Context: an optimization exercise on an open-source flow, tuned for small area, a short achievable clock period and few clock cycles. The choices shown serve that exercise and are no tape-out recipe. In this exercise RTL edits were held to simulation tests only and were not proved equivalent to the original. Power and IR drop assume default switching activity.

==> job 8738: inputs <==
==> flow/design.v <==
module fpu(
    input  logic [31:0] op_A_in,
    input  logic [31:0] op_B_in,
    input  logic clk,
    input  logic reset,
    input  logic start,
    output logic [31:0] data_out,
    output logic [3:0]  status_out,
    output logic done
);
    logic [7:0]  ea, eb, e_l, gt, eq;
    logic [8:0]  d_ab, d_ba;
    logic [4:0]  sh;
    logic        a_ge_e, e_eq, fa_lt, a_big, s_l, eff_sub, swap_f, big;
    logic [25:0] m_a, m_b, m_l, m_s, m_s_sh, lost_mask;
    logic        sticky;
    logic [26:0] x, y, g, p, gg, pp, sum;
    always_comb begin
        ea   = op_A_in[30:23];
        eb   = op_B_in[30:23];
        m_a  = {|ea, op_A_in[22:0], 2'b00};
        m_b  = {|eb, op_B_in[22:0], 2'b00};
        d_ab = {1'b0, ea} - {1'b0, eb};
        d_ba = {1'b0, eb} - {1'b0, ea};
        gt = ea & ~eb;
        eq = ~(ea ^ eb);
        for (int l = 0; l < 3; l++)
            for (int i = 0; i < 8; i += 2 << l) begin
                gt[i] = gt[i + (1 << l)] | (eq[i + (1 << l)] & gt[i]);
                eq[i] = eq[i + (1 << l)] & eq[i];
            end
        a_ge_e = gt[0] | eq[0];
        e_eq   = eq[0];
        fa_lt  = op_A_in[22:0] < op_B_in[22:0];
        e_l  = a_ge_e ? ea  : eb;
        m_l  = a_ge_e ? m_a : m_b;
        m_s  = a_ge_e ? m_b : m_a;
        sh   = a_ge_e ? ea[4:0] - eb[4:0] : eb[4:0] - ea[4:0];
        a_big = e_eq ? ~fa_lt : a_ge_e;
        s_l   = a_big ? op_A_in[31] : op_B_in[31];
        eff_sub = op_A_in[31] ^ op_B_in[31];
        swap_f  = eff_sub & e_eq & fa_lt;
        big       = a_ge_e ? d_ab[7:0] > 8'd24 : d_ba[7:0] > 8'd24;
        m_s_sh    = big ? 26'd0 : (m_s >> sh);
        lost_mask = big ? 26'h3ffffff : ~(26'h3ffffff << sh);
        sticky    = |(m_s & lost_mask);
        x = {1'b0, m_l} ^ {27{eff_sub}};
        y = {1'b0, m_s_sh};
        g = x & y;
        p = x ^ y;
        gg = g;
        pp = p;
        gg[0] = g[0] | (p[0] & swap_f);
        for (int l = 0; l < 5; l++)
            for (int i = 26; i >= (1 << l); i--) begin
                gg[i] = gg[i] | (pp[i] & gg[i - (1 << l)]);
                pp[i] = pp[i] & pp[i - (1 << l)];
            end
        sum = (p ^ {27{eff_sub & ~swap_f}}) ^ {gg[25:0], swap_f};
    end
    logic [26:0] r;
    logic [7:0]  e_q;
    logic        s_q, sticky_q;
    always_ff @(posedge clk) begin
        r        <= sum;
        e_q      <= e_l;
        s_q      <= s_l;
        sticky_q <= sticky;
    end
    always_ff @(posedge clk or negedge reset) begin
        if (!reset) done <= 1'b0;
        else        done <= start;
    end
    logic        zero, left, c_out, uf, ovf;
    logic [25:0] w, n0, n1, n2, n3, n4, keep;
    logic [23:0] ca;
    logic [22:0] inc, f_out;
    logic [4:0]  k;
    logic [7:0]  e_p1, e_p2, e_nr, e_left, e_out;
    always_comb begin
        zero = ~|r;
        left = ~r[26] & ~r[25];
        w  = r[26] ? r[26:1] : r[25:0];
        ca = w[25:2];
        for (int l = 0; l < 5; l++)
            for (int i = 0; i < 24; i++)
                if (i[l]) ca[i] = ca[i] & ca[((i >> (l + 1)) << (l + 1)) + (1 << l) - 1];
        inc   = w[24:2] ^ ({ca[21:0], 1'b1} & {23{w[0]}});
        c_out = w[0] & ca[23];
        e_p1  = e_q + 8'd1;
        e_p2  = e_q + 8'd2;
        e_nr  = (r[26] & c_out) ? e_p2 : (r[26] | c_out) ? e_p1 : e_q;
        k[4] = ~|r[25:10]; n1 = k[4] ? {r[9:0], 16'd0} : r[25:0];
        k[3] = ~|n1[25:18]; n2 = k[3] ? {n1[17:0], 8'd0} : n1;
        k[2] = ~|n2[25:22]; n3 = k[2] ? {n2[21:0], 4'd0} : n2;
        k[1] = ~|n3[25:24]; n4 = k[1] ? {n3[23:0], 2'd0} : n3;
        k[0] = ~n4[25];     n0 = k[0] ? {n4[24:0], 1'd0} : n4;
        e_left = e_q - {3'd0, k};
        keep = ~(26'h3ffffff >> e_q);
        uf   = ~r[26] & ~|(r[25:0] & keep);
        ovf  = (&e_q) | (~left & ((e_q == 8'd254 & (r[26] | c_out)) | (e_q == 8'd253 & r[26] & c_out)));
        e_out = left ? e_left : e_nr;
        f_out = left ? n0[24:2] : inc;
        if (zero) begin
            data_out = 32'd0;                   status_out = 4'b0001;
        end else if (ovf) begin
            data_out = {s_q, 8'hFF, 23'd0};     status_out = 4'b0100;
        end else if (uf) begin
            data_out = 32'd0;                   status_out = 4'b1000;
        end else begin
            data_out = {s_q, e_out, f_out};
            status_out = (w[0] && !left) || sticky_q ? 4'b0010 : 4'b0001;
        end
    end
endmodule
==> flow/flow/run.sh <==
#!/bin/bash
# The standard layout, with plain buffers (sky130_fd_sc_hd__buf_1) on the
# ports in place of the delay cells that buffer_ports picks by default.
# Timing repair aims at 4.0 ns of setup slack up to clock tree synthesis,
# and at 3.3 ns in the repair after global routing.
set -euo pipefail
export BUFFER_PORTS_ARGS="-buffer_cell sky130_fd_sc_hd__buf_1"
SETUP_SLACK_MARGIN=4.0 bash standard.sh cts > standard_make_to_cts.log 2>&1
SETUP_SLACK_MARGIN=3.3 bash standard.sh > standard_make.log 2>&1
==> flow/standard.sh <==
#!/bin/bash
# synth_recipe.tcl (not shown) runs the flow's synth.tcl, then flattens the netlist and writes it again
# the make line also repeats each setting of config.mk as NAME=value (left out here)
make -C /OpenROAD-flow-scripts/flow DESIGN_CONFIG=/design/flow/config.mk WORK_HOME=/design/flow/orfs CLKGATE_MAP_FILE= SYNTH_SCRIPT=/design/flow/synth_recipe.tcl "${@:-finish}"
==> flow/config.mk <==
export PLATFORM = sky130hd
export DESIGN_NAME = fpu
export DESIGN_NICKNAME = fpu
export VERILOG_FILES = /design/flow/design.v
export SDC_FILE = /design/flow/constraint.sdc
export NUM_CORES = 4
export LEC_CHECK = 0
export ABC_AREA = 1
export CAP_MARGIN = 20
export CORE_MARGIN = 2
export CORE_UTILIZATION = 55
export GPL_TIMING_DRIVEN = 0
export PLACE_DENSITY = 0.8
export SLEW_MARGIN = 20
==> flow/constraint.sdc <==
create_clock -name core_clock -period 10.0 [get_ports {clk}]
set_input_delay 2.0000 -clock core_clock [delete_from_list [all_inputs] [get_ports {clk}]]
set_output_delay 2.0000 -clock core_clock [all_outputs]
set_load 0.01 [all_outputs]
==> job 2545: changes against job 8738 <==
--- a/flow/design.v
+++ b/flow/design.v
@@ -45,11 +45,11 @@
         lost_mask = big ? 26'h3ffffff : ~(26'h3ffffff << sh);
         sticky    = |(m_s & lost_mask);
-        x = {1'b0, m_l} ^ {27{eff_sub}};
-        y = {1'b0, m_s_sh};
+        x = {1'b0, m_l};
+        y = {1'b0, m_s_sh} ^ {27{eff_sub}};
         g = x & y;
         p = x ^ y;
         gg = g;
         pp = p;
-        gg[0] = g[0] | (p[0] & swap_f);
+        gg[0] = g[0] | (p[0] & eff_sub & ~swap_f);
         for (int l = 0; l < 5; l++)
             for (int i = 26; i >= (1 << l); i--) begin
@@ -57,5 +57,5 @@
                 pp[i] = pp[i] & pp[i - (1 << l)];
             end
-        sum = (p ^ {27{eff_sub & ~swap_f}}) ^ {gg[25:0], swap_f};
+        sum = (p ^ {27{swap_f}}) ^ {gg[25:0], eff_sub & ~swap_f};
     end
     logic [26:0] r;
==> flow/flow/run.sh (replaced) <==
#!/bin/bash
# The standard layout, with plain buffers (sky130_fd_sc_hd__buf_1) on the
# ports in place of the delay cells that buffer_ports picks by default.
set -euo pipefail
export BUFFER_PORTS_ARGS="-buffer_cell sky130_fd_sc_hd__buf_1"
bash standard.sh > standard_make.log 2>&1
CORE_UTILIZATION = 45   (was 55)
PLACE_DENSITY = default   (was 0.8)
SETUP_SLACK_MARGIN = 3.3   (was default)
==> notes <==
Job 8738 produced a clean layout. Job 2545 finished clean.
Flip-flop and latch count is the same in job 2545 and job 8738.
Of job 8738 and job 2545, job 8738 has the higher total power (gap about 0.46%, measured against job 2545).
In sequential share of layout area, job 8738 and job 2545 hardly differ.
Count of clock-buffer cells in the layout is the same in job 2545 and job 8738.
Testbench counts of job 8738, summed over its fixed seeds: cycles 3,200.
Testbench counts of job 2545, summed over its fixed seeds: cycles 3,200.

## port drivers added, routing unchanged
No port has a modelled driver above. Below, the same layouts with a new extraction and two added sets of constraints.
Step 1 assumes that a clkbuf_16 drives the clock port and a buf_2 every other input.
Step 2 adds t to the input delays and takes it off the output delays; t is the mean of the earliest and latest rising clock arrival at the registers after step 1. Input paths then give back, and output paths get back, about the clock's delay inside the block.
Slacks: no drivers / after step 1 / after step 2; pairs: no drivers / after step 1.
run | t (ns) | slack for setup (ns) | worst setup path at the end
job 8738 | 0.332 | 3.725 / 3.679 / 3.439 | input to register
job 2545 | 0.329 | 3.582 / 3.595 / 3.266 | input to register
After both steps every run listed still meets setup and hold. For job 2545, which loses most, drivers alone change the setup slack by +0.013 ns; drivers and shift together by -0.316 ns.
